This design comes from an exercise in tuning for small area, a short achievable clock period and few clock cycles on the open sky130 flow, not from production work. At most, simulation tests tie the RTL to the original design; equivalence was not proved. Power and IR drop assume default switching activity.

## CHIP
module CHIP(clk,
            rst_n,
            mem_wen_D,
            mem_addr_D,
            mem_wdata_D,
            mem_rdata_D,
            mem_addr_I,
            mem_rdata_I);
    input         clk, rst_n ;
    output        mem_wen_D  ;
    output [31:0] mem_addr_D ;
    output [31:0] mem_wdata_D;
    input  [31:0] mem_rdata_D;
    output [31:0] mem_addr_I ;
    input  [31:0] mem_rdata_I;
    reg  [31:2] pc_f;                
    reg         init;                
    reg         d_valid;
    reg  [31:0] ir;
    reg  [31:2] pc_d;
    reg         d_fp;                
    reg  [31:1] d_s1, d_s2;          
    reg  [11:2] d_lo;                
    reg         d_lc;                
    reg         d_far;               
    reg         e_valid;
    reg  [31:0] e_op1;               
    reg  [31:0] e_op2;               
    reg  [31:0] e_aux;               
    reg  [4:0]  e_rd;
    reg         e_wr;                
    reg         e_load, e_store, e_branch, e_bge, e_jal, e_jalr, e_link, e_mul;
    reg         e_sub, e_add, e_xor, e_slt;
    reg  [3:0]  e_sl1, e_sl2, e_sr1, e_sr2;    
    reg  [1:0]  e_sl3, e_sr3;
    reg         e_pred;              
    reg         m_wr, m_load, m_store;
    reg  [4:0]  m_rd;
    reg  [31:0] m_res, m_wdata;
    reg         mu_busy, mu_fin, mu_last;
    reg  [4:0]  mu_rd;
    reg  [31:0] mu_a, mu_b, mu_s, mu_c;
    wire        mu_wb   = mu_busy && mu_fin && !m_wr;
    wire        wp_we   = m_wr || mu_wb;
    wire [4:0]  wp_addr = m_wr ? m_rd : mu_rd;
  ...
For scale: about 160 I/O pins, roughly 77000 sq um of cells after synthesis.
export LEC_CHECK = 0
export CAP_MARGIN = 20
export CORE_MARGIN = 2
export CORE_UTILIZATION = 40
export SETUP_SLACK_MARGIN = 0.3
export SLEW_MARGIN = 20
create_clock -name core_clock -period 11.0 [get_ports {clk}]
standard.sh (not shown) runs the stock make flow with config.mk's settings and CLKGATE_MAP_FILE= SYNTH_SCRIPT=/design/flow/synth_recipe.tcl, a recipe that flattens the netlist after the stock synthesis.
==> flow/flow/run.sh <==
#!/bin/bash
# The standard ORFS layout (the standard.sh) with: hierarchical synthesis
# (each module mapped on its own, then flattened, as the standard synthesis
# does), timing repair aimed well below the clock period (a repair target
# only: the design is still constrained and signed off at the design's
# period), larger slew/capacitance margins, plain buffers on the ports, larger
# clock-tree sink clusters, and extra antenna-repair rounds after detailed
# routing (flow/post_drt.tcl). ORFS writes each step's log under orfs/logs;
# make's output goes to orfs_flow.log.
set -o pipefail
HERE=$(pwd)
bash standard.sh CORE_UTILIZATION=55 SETUP_SLACK_MARGIN=7.5 \
    SYNTH_HIERARCHICAL=1 SLEW_MARGIN=35 CAP_MARGIN=35 \
    CTS_CLUSTER_SIZE=22 CTS_CLUSTER_DIAMETER=80 \
    "BUFFER_PORTS_ARGS=-buffer_cell sky130_fd_sc_hd__buf_4" \
    POST_DETAIL_ROUTE_TCL=$HERE/flow/post_drt.tcl \
    finish > orfs_flow.log 2>&1
==> flow/flow/post_drt.tcl <==
# Sourced by ORFS at the end of detailed routing (POST_DETAIL_ROUTE_TCL):
# keep repairing antennas and re-routing while violations remain, for a few
# more rounds than ORFS's own loop.
set my_antenna_rounds 0
while { [check_antennas] && $my_antenna_rounds < 6 } {
  repair_antennas
  detailed_route {*}$all_args
  incr my_antenna_rounds
}
puts "post_drt: extra antenna rounds $my_antenna_rounds"
Next try:
--- a/flow/design.v
+++ b/flow/design.v
@@ -23,22 +23,22 @@
     reg  [11:2] d_lo;                
     reg         d_lc;                
     reg         d_far;               
     reg         e_valid;
     reg  [31:0] e_op1;               
     reg  [31:0] e_op2;               
     reg  [31:0] e_aux;               
     reg  [4:0]  e_rd;
     reg         e_wr;                
-    reg         e_load, e_store, e_branch, e_bge, e_jal, e_jalr, e_link, e_mul;
+    reg         e_load, e_store, e_branch, e_bge, e_jal, e_jalr, e_mul;
     reg         e_sub, e_add, e_xor, e_slt;
-    reg  [3:0]  e_sl1, e_sl2, e_sr1, e_sr2;    
-    reg  [1:0]  e_sl3, e_sr3;
+    reg  [3:0]  e_sl1, e_sr1, e_sh2;    
+    reg  [1:0]  e_sh3;
     reg         e_pred;              
     reg         m_wr, m_load, m_store;
     reg  [4:0]  m_rd;
     reg  [31:0] m_res, m_wdata;
     reg         mu_busy, mu_fin, mu_last;
     reg  [4:0]  mu_rd;
     reg  [31:0] mu_a, mu_b, mu_s, mu_c;
     wire        mu_wb   = mu_busy && mu_fin && !m_wr;
     wire        wp_we   = m_wr || mu_wb;
@@ -135,28 +135,28 @@
             for (k = 2 * w - 1; k < 32; k = k + 2 * w) begin
                 t_lt[k] = t_lt[k] | (t_eq[k] & t_lt[k - w]);
                 t_eq[k] = t_eq[k] & t_eq[k - w];
             end
     end
     wire lt = t_lt[31];
     wire eq = t_eq[31];
     wire [31:0] l1 = ({32{e_sl1[0]}} & a) | ({32{e_sl1[1]}} & {a[30:0], 1'b0}) |
                      ({32{e_sl1[2]}} & {a[29:0], 2'b0}) | ({32{e_sl1[3]}} & {a[28:0], 3'b0});
-    wire [31:0] l2 = ({32{e_sl2[0]}} & l1) | ({32{e_sl2[1]}} & {l1[27:0], 4'b0}) |
-                     ({32{e_sl2[2]}} & {l1[23:0], 8'b0}) | ({32{e_sl2[3]}} & {l1[19:0], 12'b0});
-    wire [31:0] l3 = ({32{e_sl3[0]}} & l2) | ({32{e_sl3[1]}} & {l2[15:0], 16'b0});
+    wire [31:0] l2 = ({32{e_sh2[0]}} & l1) | ({32{e_sh2[1]}} & {l1[27:0], 4'b0}) |
+                     ({32{e_sh2[2]}} & {l1[23:0], 8'b0}) | ({32{e_sh2[3]}} & {l1[19:0], 12'b0});
+    wire [31:0] l3 = ({32{e_sh3[0]}} & l2) | ({32{e_sh3[1]}} & {l2[15:0], 16'b0});
     wire [31:0] r1 = ({32{e_sr1[0]}} & a) | ({32{e_sr1[1]}} & {1'b0, a[31:1]}) |
                      ({32{e_sr1[2]}} & {2'b0, a[31:2]}) | ({32{e_sr1[3]}} & {3'b0, a[31:3]});
-    wire [31:0] r2 = ({32{e_sr2[0]}} & r1) | ({32{e_sr2[1]}} & {4'b0, r1[31:4]}) |
-                     ({32{e_sr2[2]}} & {8'b0, r1[31:8]}) | ({32{e_sr2[3]}} & {12'b0, r1[31:12]});
-    wire [31:0] r3 = ({32{e_sr3[0]}} & r2) | ({32{e_sr3[1]}} & {16'b0, r2[31:16]});
+    wire [31:0] r2 = ({32{e_sh2[0]}} & r1) | ({32{e_sh2[1]}} & {4'b0, r1[31:4]}) |
+                     ({32{e_sh2[2]}} & {8'b0, r1[31:8]}) | ({32{e_sh2[3]}} & {12'b0, r1[31:12]});
+    wire [31:0] r3 = ({32{e_sh3[0]}} & r2) | ({32{e_sh3[1]}} & {16'b0, r2[31:16]});
     wire [31:0] e_res = ({32{e_add}} & sum) | ({32{e_xor}} & (a ^ b)) |
-                        {31'd0, e_slt & lt} | ({32{e_link}} & e_aux) | l3 | r3;
+                        {31'd0, e_slt & lt} | ({32{e_jalr}} & e_aux) | l3 | r3;
     wire br_taken   = e_bge ? !lt : eq;
     wire e_mis_br   = e_branch && (br_taken != e_pred);
     wire e_mis_jalr = e_jalr && !(e_pred && !a[0]);
     wire e_mis_jal  = e_jal && !e_pred;
     wire e_redirect = e_valid && (e_mis_br || e_mis_jalr || e_mis_jal);
     wire [31:2] e_target = e_jalr ? sum[31:2] : e_aux[31:2];
     assign mem_addr_I = {pc_f, 2'b00};
     wire [31:0] fi = mem_rdata_I;
     wire x1_busy = (d_valid && d_wr && rd == 5'd1) ||
@@ -224,30 +224,27 @@
         e_aux <= byp3 ? e_res : aux_n;
         e_rd     <= rd;
         e_wr     <= d_wr;
         e_load   <= d_load;
         e_store  <= d_store;
         e_branch <= d_branch;
         e_bge    <= f3[0];
         e_jal    <= d_jal;
         e_jalr   <= d_jalr;
-        e_link   <= d_jalr;
         e_mul    <= d_mul;
         e_sub    <= d_sub;
         e_add    <= d_add;
         e_xor    <= d_xor;
         e_slt    <= d_slt;
         e_sl1    <= {4{d_sll}} & (4'b0001 << sh[1:0]);
-        e_sl2    <= 4'b0001 << sh[3:2];
-        e_sl3    <= sh[4] ? 2'b10 : 2'b01;
         e_sr1    <= {4{d_srl}} & (4'b0001 << sh[1:0]);
-        e_sr2    <= 4'b0001 << sh[3:2];
-        e_sr3    <= sh[4] ? 2'b10 : 2'b01;
+        e_sh2    <= 4'b0001 << sh[3:2];
+        e_sh3    <= sh[4] ? 2'b10 : 2'b01;
         e_pred   <= d_ptaken;
     end
     wire e_go = e_valid && !e_mul;
     always @(posedge clk or negedge rst_n) begin
         if (!rst_n) begin
             m_wr    <= 1'b0;
             m_load  <= 1'b0;
             m_store <= 1'b0;
         end else begin
Outcome: Sequential share of layout area came out higher by 1.0 points; clock power came out lower slightly; die area hardly moves; synthesized area is about the same; cell area came out lower by a few percent; power came out higher by roughly a tenth; wire length came out lower slightly; clock skew stays flat; first-iteration DRC count came out lower by a few percent; clock-buffer cell count came out lower by 2; via count came out lower slightly.
Testbench counts after the change, summed over its fixed seeds: cycles 200,790.
No functional check of the RTL was part of the first run of this note.

## run A
Another version of the RTL of CHIP (not shown whole).
Size: ~1500 flip-flops, roughly 160 I/O pins, about 78000 µm² of cells after synthesis.
Settings: LEC_CHECK=0, CAP_MARGIN=20, CORE_MARGIN=2, CORE_UTILIZATION=40, SETUP_SLACK_MARGIN=0.3, SLEW_MARGIN=20; clock period 11.0 ns.
Scripts as last shown in full above: flow/flow/run.sh, flow/flow/post_drt.tcl
### run A -> run B
--- a/flow/design.v
+++ b/flow/design.v
@@ -28,17 +28,16 @@
     reg  [31:0] e_aux;               
     reg  [4:0]  e_rd;
     reg         e_wr;                
     reg         e_load, e_store, e_branch, e_bge, e_jal, e_jalr, e_mul;
     reg         e_sub, e_add, e_xor, e_slt;
     reg  [3:0]  e_sl1, e_sr1, e_sh2;    
     reg  [1:0]  e_sh3;
     reg         e_pred;              
-    reg  [3:0]  e_bidx;              
     reg         m_wr, m_load, m_store;
     reg  [4:0]  m_rd;
     reg  [31:0] m_res, m_wdata;
     reg         mu_busy, mu_fin, mu_last;
     reg  [4:0]  mu_rd;
     reg  [31:0] mu_a, mu_b, mu_s, mu_c;
     wire        mu_wb   = mu_busy && mu_fin && !m_wr;
     wire        wp_we   = m_wr || mu_wb;
@@ -146,38 +145,25 @@
     wire br_taken   = e_bge ? !lt : eq;
     wire e_mis_br   = e_branch && (br_taken != e_pred);
     wire e_mis_jalr = e_jalr && !(e_pred && !a[0]);
     wire e_mis_jal  = e_jal && !e_pred;
     wire e_redirect = e_valid && (e_mis_br || e_mis_jalr || e_mis_jal);
     wire [31:2] e_target = e_jalr ? sum[31:2] : e_aux[31:2];
     assign mem_addr_I = {pc_f, 2'b00};
     wire [31:0] fi = mem_rdata_I;
-    reg  [15:0] bht;
-    genvar h;
-    generate
-        for (h = 0; h < 16; h = h + 1) begin : B
-            always @(posedge clk) begin
-                if (init)
-                    bht[h] <= 1'b0;
-                else if (e_valid && e_branch && e_bidx == h)
-                    bht[h] <= br_taken;
-            end
-        end
-    endgenerate
-    wire f_fwd_ok = bht[pc_f[5:2]];
     wire x1_busy = (d_valid && d_wr && rd == 5'd1) ||
                    (e_valid && e_wr && e_rd == 5'd1) ||
                    (m_wr && m_rd == 5'd1) || (mu_busy && mu_rd == 5'd1);
     wire [31:2] pc_seq_n;
     wire        f_take, f_lc, f_far;
     wire [11:2] f_lo;
     wire [31:2] pc_other;
     wire        use_seq;
-    fetch_pred fp(.fi(fi), .pc_f(pc_f), .x1(rf[1][31:2]), .x1_busy(x1_busy), .fwd_ok(f_fwd_ok),
+    fetch_pred fp(.fi(fi), .pc_f(pc_f), .x1(rf[1][31:2]), .x1_busy(x1_busy),
                   .use_seq(use_seq), .pc_other(pc_other), .pc_next(pc_seq_n),
                   .take(f_take), .lo(f_lo), .lc(f_lc), .far(f_far));
     assign      use_seq = !init && !e_redirect && !d_redirect && !d_stall;
     wire        d_mis = d_fp && (((d_jal || d_branch) && d_far) ||
                                  (d_jalr && (ir[31:21] != 11'd0)));
     wire        d_redirect = d_go && d_mis;
     always @(posedge clk or negedge rst_n) begin
         if (!rst_n) begin
@@ -238,17 +224,16 @@
         e_add    <= d_add;
         e_xor    <= d_xor;
         e_slt    <= d_slt;
         e_sl1    <= {4{d_sll}} & (4'b0001 << sh[1:0]);
         e_sr1    <= {4{d_srl}} & (4'b0001 << sh[1:0]);
         e_sh2    <= 4'b0001 << sh[3:2];
         e_sh3    <= sh[4] ? 2'b10 : 2'b01;
         e_pred   <= d_ptaken;
-        e_bidx   <= pc_d[5:2];
     end
     wire e_go = e_valid && !e_mul;
     always @(posedge clk or negedge rst_n) begin
         if (!rst_n) begin
             m_wr    <= 1'b0;
             m_load  <= 1'b0;
             m_store <= 1'b0;
         end else begin
@@ -299,25 +284,25 @@
             mu_c    <= c4;
             mu_last <= (mu_a[27:0] == 28'd0) || (mu_b[31:4] == 28'd0);
         end else if (!mu_fin) begin
             mu_s    <= mu_s + mu_c;
             mu_fin  <= 1'b1;
         end
     end
 endmodule
-module fetch_pred(fi, pc_f, x1, x1_busy, fwd_ok, use_seq, pc_other, pc_next, take, lo, lc, far);
+module fetch_pred(fi, pc_f, x1, x1_busy, use_seq, pc_other, pc_next, take, lo, lc, far);
     input  [31:0] fi;
     input  [31:2] pc_f, x1, pc_other;
-    input         x1_busy, fwd_ok, use_seq;
+    input         x1_busy, use_seq;
     output [31:2] pc_next;
     output        take, lc, far;
     output [11:2] lo;
     wire jal = (fi[6:2] == 5'b11011);
-    wire bwd = (fi[6:2] == 5'b11000) && (fi[31] || fwd_ok);
+    wire bwd = (fi[6:2] == 5'b11000) && fi[31];
     wire ret = (fi[6:2] == 5'b11001) && (fi[19:15] == 5'd1) && !x1_busy;
     wire [12:2] lo_j = {1'b0, pc_f[11:2]} + {1'b0, fi[20], fi[30:22]};
     wire [12:2] lo_b = {1'b0, pc_f[11:2]} + {1'b0, fi[7], fi[30:25], fi[11:9]};
     assign far  = fi[2] ? ((fi[19:12] != {8{fi[31]}}) || (lo_j[12] != fi[31]))
                         : (lo_b[12] != fi[31]);
     assign take = jal || bwd || ret;
     assign lo   = fi[2] ? lo_j[11:2] : lo_b[11:2];
     assign lc   = fi[2] ? lo_j[12] : lo_b[12];
### Flow results
- Run A -> run B: buffer levels on the longest clock path delta 0, exact match
- Run B: flow completed, timing, DRC and antenna clean
- In the tables for run A and run B, number of detailed-routing iterations run before antenna repair reads higher with run B.
- Against run A, run B comes in 0.83 points lower on net switching share of the total power.
- Tightest hold margin in run B is 0.024 ns above run A.
- Taking run A as the reference point, the worst-case register-to-register setup slack of run B rises by 0.15 ns.
- Of the two values seen for slowest cell on the critical path, a211o_1 was produced by run A and or3b_2 by run B.
Testbench counts of run B, summed over its fixed seeds: cycles 200,790.
Function not checked in run A: the RTL went through the layout flow alone.

what the ideal ports hide:
The results above use ideal ports. As a check the final layouts listed here were re-extracted and re-timed, cells and wires unchanged.
Step 1 sets driving cells, clkbuf_16 on the clock port and buf_2 on the other inputs (assumed; they add their load-dependent delay and slew).
Step 2, shift: input delay + t, output delay - t, t = (earliest + latest rising clock arrival at the registers) / 2. This alone moves slack from input paths to output paths.
Three values: ideal ports, drivers, drivers and shift; two values: the first two.
run | t (ns) | slack for setup (ns) | worst setup path at the end
the first run of note 1 | 0.855 | 7.229 / 7.285 / 6.441 | input to register
the second run of note 1 | 0.838 | 7.225 / 7.225 / 6.566 | input to register
run A | 0.859 | 7.147 / 7.147 / 6.539 | input to register
run B | 0.877 | 7.297 / 7.297 / 6.551 | input to register
After both steps every run listed still meets setup and hold. The setup slack of the first run of note 1, which loses most, moves by +0.056 ns with the drivers and by -0.788 ns with both steps.
